Source: an optimization exercise on an open RTL-to-GDS flow (aim: small area and a short achievable clock period). Production flows keep margins and buffers that such runs may drop. RTL that was checked went through simulation tests only; none was proved equivalent to the original.

Setup of build 90:
==> flow/design.v (excerpt) <==
module cordic_sin_cos(clk, rst, target_angle, x_res, y_res);
Settings: LEC_CHECK=0, ABC_AREA=1, CAP_MARGIN=20, CORE_MARGIN=2, CORE_UTILIZATION=40, SLEW_MARGIN=20; clock period 35.0 ns.
run.sh (not shown) runs the stock make flow with config.mk's settings and CLKGATE_MAP_FILE= SYNTH_SCRIPT=/design/flow/synth_recipe.tcl, a recipe that flattens the netlist after the stock synthesis.
Build 90: full flow OK, the timing, DRC and antenna checks passed
Edits applied to the flow inputs when going from build 90 to trial 32:
diff --git a/flow/design.v b/flow/design.v
--- a/flow/design.v
+++ b/flow/design.v
@@ -42,14 +42,15 @@
  input [19:0] target_angle;
  output reg [19:0] x_res;
  output reg [19:0] y_res;
  wire [11:0] z0;
  wire q2, q3;
  get_conv_target_angle conv_angle(.target_angle(target_angle), .z0(z0), .q2(q2), .q3(q3));
  wire [8:0] d;   
+ wire qn = q2 | q3;
  wire [11:0] zs0 = z0;
  wire [11:0] zs0_u = zs0 ^ 12'd2048;
  assign d[0] = ~zs0[11];
  reg dr1;
  always @(*) begin
   case (d[0:0])
    1'b0: dr1 = (zs0_u[11] | (zs0_u[10] & (zs0_u[9] | (zs0_u[8] & (zs0_u[7] | (zs0_u[6] | (zs0_u[5] & zs0_u[4])))))));
@@ -213,17 +214,16 @@
  wire [63:0] tby15 = 64'hace8accaaccae8ca;
  assign xm[15] = tbx15[ti];
  assign ym[15] = tby15[ti];
  wire [63:0] tbx16 = 64'h8000800180010001;
  wire [63:0] tby16 = 64'h1555155715575557;
  assign xm[16] = tbx16[ti];
  assign ym[16] = tby16[ti];
- wire [16:0] xt = q2 ? ~ym : (q3 ? ~xm : xm);
- wire [16:0] yt = q2 ? xm : (q3 ? ~ym : ym);
- wire qn = q2 | q3;
+ wire [16:0] xt = (q2 ? ym : xm) ^ {17{qn}};
+ wire [16:0] yt = (q2 ? xm : ym) ^ {17{q3}};
  wire [16:0] tx6 = {{6{yt[16]}}, yt[16:6]};
  wire [16:0] ty6 = {{6{xt[16]}}, xt[16:6]};
  wire cx6 = d[6] ^ q3;
  wire cy6 = ~(d[6] ^ qn);
  wire [16:0] x7 = xt + (tx6 ^ {17{d[6]}}) + cx6;
  wire [16:0] y7 = yt + (ty6 ^ {17{~d[6]}}) + cy6;
  wire [16:0] tx7 = {{7{y7[16]}}, y7[16:7]};
--- outcome ---
Build 90 finished all stages; the layout is clean. Trial 32 went all the way through synthesis, placement and routing and the layout is clean on timing, DRC and antenna. Going from build 90 to trial 32, diode insertion count for antenna repair saw little to no change, post-route core utilization saw an increase, total iterations of the first detailed-routing run decreased by 2 relative to the old numbers. Final critical-path required period: build 90 and trial 32 compared, lower one is build 90. When the final numbers for build 90 and trial 32 were put side by side, the average cell area after synthesis turned out to be greater in build 90. On via count of the first global-routing pass, the lower figure sits with build 90, not trial 32. Comparing trial 32 with build 90, the total number of vias came out essentially unchanged. [compare] base=build 90 new=trial 32: sequential share of layout area did not really move. Trial 32: global-route usage is 2.3 points higher than what build 90 reported. The higher pin slew with the least headroom to its limit of build 90 and trial 32 is in build 90.
No run of this note included a check of the RTL's function; only the layout flow was run.

* * *

Another version of the RTL of cordic_sin_cos (not shown whole).
For scale: about 1800 cells after synthesis, about 34 flip-flops, roughly 12000 um2 of cells after synthesis.
clock: 35.0 ns
lec_check: 0
cap_margin: 20
core_margin: 2
core_utilization: 40
slew_margin: 20
Change:
--- a/flow/design.v
+++ b/flow/design.v
@@ -214,32 +214,32 @@
  assign xt[15] = tbx15[ti];
  assign yt[15] = tby15[ti];
  wire [255:0] tbx16 = 256'h7fff7ffe7ffefffe7fff7ffe7ffefffeeaaaeaa8eaa8aaa88000800180010001;
  wire [255:0] tby16 = 256'heaaaeaa8eaa8aaa8eaaaeaa8eaa8aaa880008001800100011555155715575557;
  assign xt[16] = tbx16[ti];
  assign yt[16] = tby16[ti];
  wire qn = q2 | q3;
- wire [16:0] tx6 = {{6{yt[16]}}, yt[16:6]};
- wire [16:0] ty6 = {{6{xt[16]}}, xt[16:6]};
+ wire [16:0] tx6 = $signed(yt) >>> 6;
+ wire [16:0] ty6 = $signed(xt) >>> 6;
  wire cx6 = d[6] ^ q3;
  wire cy6 = ~(d[6] ^ qn);
  wire [17:0] xs7 = {xt, 1'b1} + {tx6 ^ {17{d[6]}}, cx6};
  wire [17:0] ys7 = {yt, 1'b1} + {ty6 ^ {17{~d[6]}}, cy6};
  wire [16:0] x7 = xs7[17:1];
  wire [16:0] y7 = ys7[17:1];
- wire [16:0] tx7 = {{7{y7[16]}}, y7[16:7]};
- wire [16:0] ty7 = {{7{x7[16]}}, x7[16:7]};
+ wire [16:0] tx7 = $signed(y7) >>> 7;
+ wire [16:0] ty7 = $signed(x7) >>> 7;
  wire cx7 = d[7] ^ q3;
  wire cy7 = ~(d[7] ^ qn);
  wire [17:0] xs8 = {x7, 1'b1} + {tx7 ^ {17{d[7]}}, cx7};
  wire [17:0] ys8 = {y7, 1'b1} + {ty7 ^ {17{~d[7]}}, cy7};
  wire [16:0] x8 = xs8[17:1];
  wire [16:0] y8 = ys8[17:1];
- wire [16:0] tx8 = {{8{y8[16]}}, y8[16:8]};
- wire [16:0] ty8 = {{8{x8[16]}}, x8[16:8]};
+ wire [16:0] tx8 = $signed(y8) >>> 8;
+ wire [16:0] ty8 = $signed(x8) >>> 8;
  wire cx8 = d[8] ^ q3;
  wire cy8 = ~(d[8] ^ qn);
  wire [17:0] xs9 = {x8, 1'b1} + {tx8 ^ {17{d[8]}}, cx8};
  wire [17:0] ys9 = {y8, 1'b1} + {ty8 ^ {17{~d[8]}}, cy8};
  wire [16:0] x9 = xs9[17:1];
  wire [16:0] y9 = ys9[17:1];
  wire [16:0] xo, yo;
Result: The new run finished with timing, DRC and antenna clean; sequential share of layout area falls by 0.11 points; cell count rises by about 4%; synthesized cell count rises by about 5%; via count rises by about 5%; cell area rises by about 2.3%; worst setup slack gains 1600 ps; die area rises by about 2.5%; clock-buffer cell count rises by 2; global-route usage falls by 0.20 points; wire length rises by about 4.3%; worst hold slack gains 60 ps.
The RTL of the second run of this note was laid out without a check of its function.

* * *

Another version of the RTL of cordic_sin_cos (not shown whole).
Size: ~1900 cells after synthesis, roughly 34 flip-flops, roughly 12000 um^2 of cells after synthesis.
clock: 35.0 ns
lec_check: 0
abc_area: 1
cap_margin: 60
core_margin: 2
core_utilization: 40
slew_margin: 60
synth_hierarchical: 1
==> next run, changes <==
--- a/flow/design.v
+++ b/flow/design.v
@@ -743,28 +743,24 @@
  assign ym[11] = tym11[ti];
  wire [63:0] tym12 = 64'ha88cb094d6f2ceea;
  assign ym[12] = tym12[ti];
  wire [63:0] tym13 = 64'hecd49aa2baa6d4c8;
  assign ym[13] = tym13[ti];
  wire [63:0] tym14 = 64'h9acc88ee88eecca6;
  assign ym[14] = tym14[ti];
  wire [63:0] tym15 = 64'hace8accaaccae8ca;
  assign ym[15] = tym15[ti];
  wire [63:0] tym16 = 64'h1555155715575557;
  assign ym[16] = tym16[ti];
- wire [16:0] xs = (q2 ? ym : xm) ^ {17{q2 | q3}};
- wire [16:0] ys = (q2 ? xm : ym) ^ {17{q3}};
- wire [6:0] xl = xs[6:0] + (q2 | q3);
- wire [6:0] yl = ys[6:0] + q3;
- wire [16:0] xt = {xs[16:7], xl};
- wire [16:0] yt = {ys[16:7], yl};
+ wire [16:0] xt = ((q2 ? ym : xm) ^ {17{q2 | q3}}) + (q2 | q3);
+ wire [16:0] yt = ((q2 ? xm : ym) ^ {17{q3}}) + q3;
  wire qn = q2 | q3;
  wire [16:0] xo, yo;
  output_mapping out_map(.x(xt), .y(yt), .d(d), .q2(q2), .q3(q3), .x_res(xo), .y_res(yo));
  always @(posedge clk) begin
   if (rst == 1'b0) begin
    x_res <= 20'd0;
    y_res <= 20'd0;
   end else begin
    x_res <= {{3{xo[16]}}, xo};
    y_res <= {{3{yo[16]}}, yo};
   end
The new run completed without violations. Critical path depth stays the same. Worst hold slack degrades by 0.0038 ns. Wire length is higher by about 2.7%. Fmax is lower by about 2.5%. Die area is lower by 1.1%.

* * *

Setup of try-garnet:
cordic_sin_cos, a different RTL version from the one above (not shown whole).
For scale: about 34 flip-flops, about 62 I/O pins, roughly 12,000 um^2 of cells after synthesis.
Design cordic_sin_cos, start of the top module:
module cordic_sin_cos(clk, rst, target_angle, x_res, y_res);
Settings: LEC_CHECK=0, ABC_AREA=1, CAP_MARGIN=60, CORE_MARGIN=2, CORE_UTILIZATION=40, SLEW_MARGIN=60, SYNTH_HIERARCHICAL=1; clock period 35.0 ns.
No stage failed in try-garnet, and the final checks on the layout all came back clean.
Input changes introduced in try-zinc (baseline for comparison: try-garnet):
--- a/flow/design.v
+++ b/flow/design.v
@@ -214,14 +214,18 @@
  wire [63:0] tym14 = 64'h9acc88ee88eecca6;
  assign ym[14] = tym14[ti];
  wire [63:0] tym15 = 64'hace8accaaccae8ca;
  assign ym[15] = tym15[ti];
  wire [63:0] tym16 = 64'h1555155715575557;
  assign ym[16] = tym16[ti];
- wire [16:0] xt = ((q2 ? ym : xm) ^ {17{q2 | q3}}) + (q2 | q3);
- wire [16:0] yt = ((q2 ? xm : ym) ^ {17{q3}}) + q3;
+ wire [16:0] xs = (q2 ? ym : xm) ^ {17{q2 | q3}};
+ wire [16:0] ys = (q2 ? xm : ym) ^ {17{q3}};
+ wire [6:0] xl = xs[6:0] + (q2 | q3);
+ wire [6:0] yl = ys[6:0] + q3;
+ wire [16:0] xt = {xs[16:7], xl};
+ wire [16:0] yt = {ys[16:7], yl};
  wire qn = q2 | q3;
  wire [16:0] xo, yo;
  output_mapping out_map(.x(xt), .y(yt), .d(d), .q2(q2), .q3(q3), .x_res(xo), .y_res(yo));
  always @(posedge clk) begin
   if (rst == 1'b0) begin
    x_res <= 20'd0;
Results
try-zinc: delay of the slowest critical-path stage 0.05 ns below try-garnet. When try-zinc is set beside try-garnet, its global-route total usage across every layer turns out to be 1.1 points larger. Number of cells produced by synthesis grows by a little under 10% when moving from try-garnet to try-zinc. Worst hold slack essentially unchanged between try-zinc and try-garnet. The die used by try-zinc is larger than the one used by try-garnet. Delta (try-zinc minus try-garnet): clock-cell share of area went down 0.18 points, fraction of final layout cells sized beyond drive strength 1 shows an increase of 0.46 points, number of filler instances in the final layout rose 182. Compared to try-garnet, try-zinc has non-clock inverter total of the final layout about 10% higher. Going from try-garnet to try-zinc, multi-input gate share of total cell area increased by 0.23 points relative to the old numbers, final wirelength now larger.
The RTL of try-zinc was laid out without a check of its function.

==> what the ideal ports hide <==
In the flow no input, the clock included, has a driving cell. The finished layouts below were timed again as built, in two steps.
Step 1 (the two cells are an assumption about what drives the block):
set clk [get_ports {clk}]
set_driving_cell -lib_cell sky130_fd_sc_hd__clkbuf_16 $clk
set_driving_cell -lib_cell sky130_fd_sc_hd__buf_2 [delete_from_list [all_inputs] $clk]
Step 2 times the ports against the registers' clock, not the clock port: input delays grow and output delays shrink by t, the midpoint of the rising clock arrivals with the driver on.
a / b / c = no drivers / after step 1 / after step 2; a / b = the first two.
| run | t, ns | slack for setup (ns) | worst setup path at the end | worst register clock-pin slew, ns |
|---|---|---|---|---|
| build 90 | 0.323 | 11.755 / 11.764 / 11.442 | input to register | 0.05 / 0.05 |
| trial 32 | 0.323 | 8.713 / 8.731 / 8.408 | input to register | 0.06 / 0.06 |
| the first run of note 2 | 0.310 | 8.266 / 8.279 / 7.969 | input to register | 0.06 / 0.06 |
| the second run of note 2 | 0.309 | 9.824 / 9.830 / 9.521 | input to register | 0.05 / 0.05 |
| the first run of note 3 | 0.303 | 13.496 / 13.505 / 13.202 | input to register | 0.05 / 0.05 |
| the second run of note 3 | 0.307 | 12.954 / 12.961 / 12.654 | input to register | 0.05 / 0.05 |
| try-garnet | 0.303 | 14.649 / 14.642 / 14.338 | input to register | 0.05 / 0.05 |
| try-zinc | 0.301 | 14.374 / 14.380 / 14.079 | input to register | 0.05 / 0.05 |
After both steps setup and hold are still met in every run listed. For build 90, which loses most, drivers alone change the setup slack by +0.009 ns; drivers and shift together by -0.313 ns.
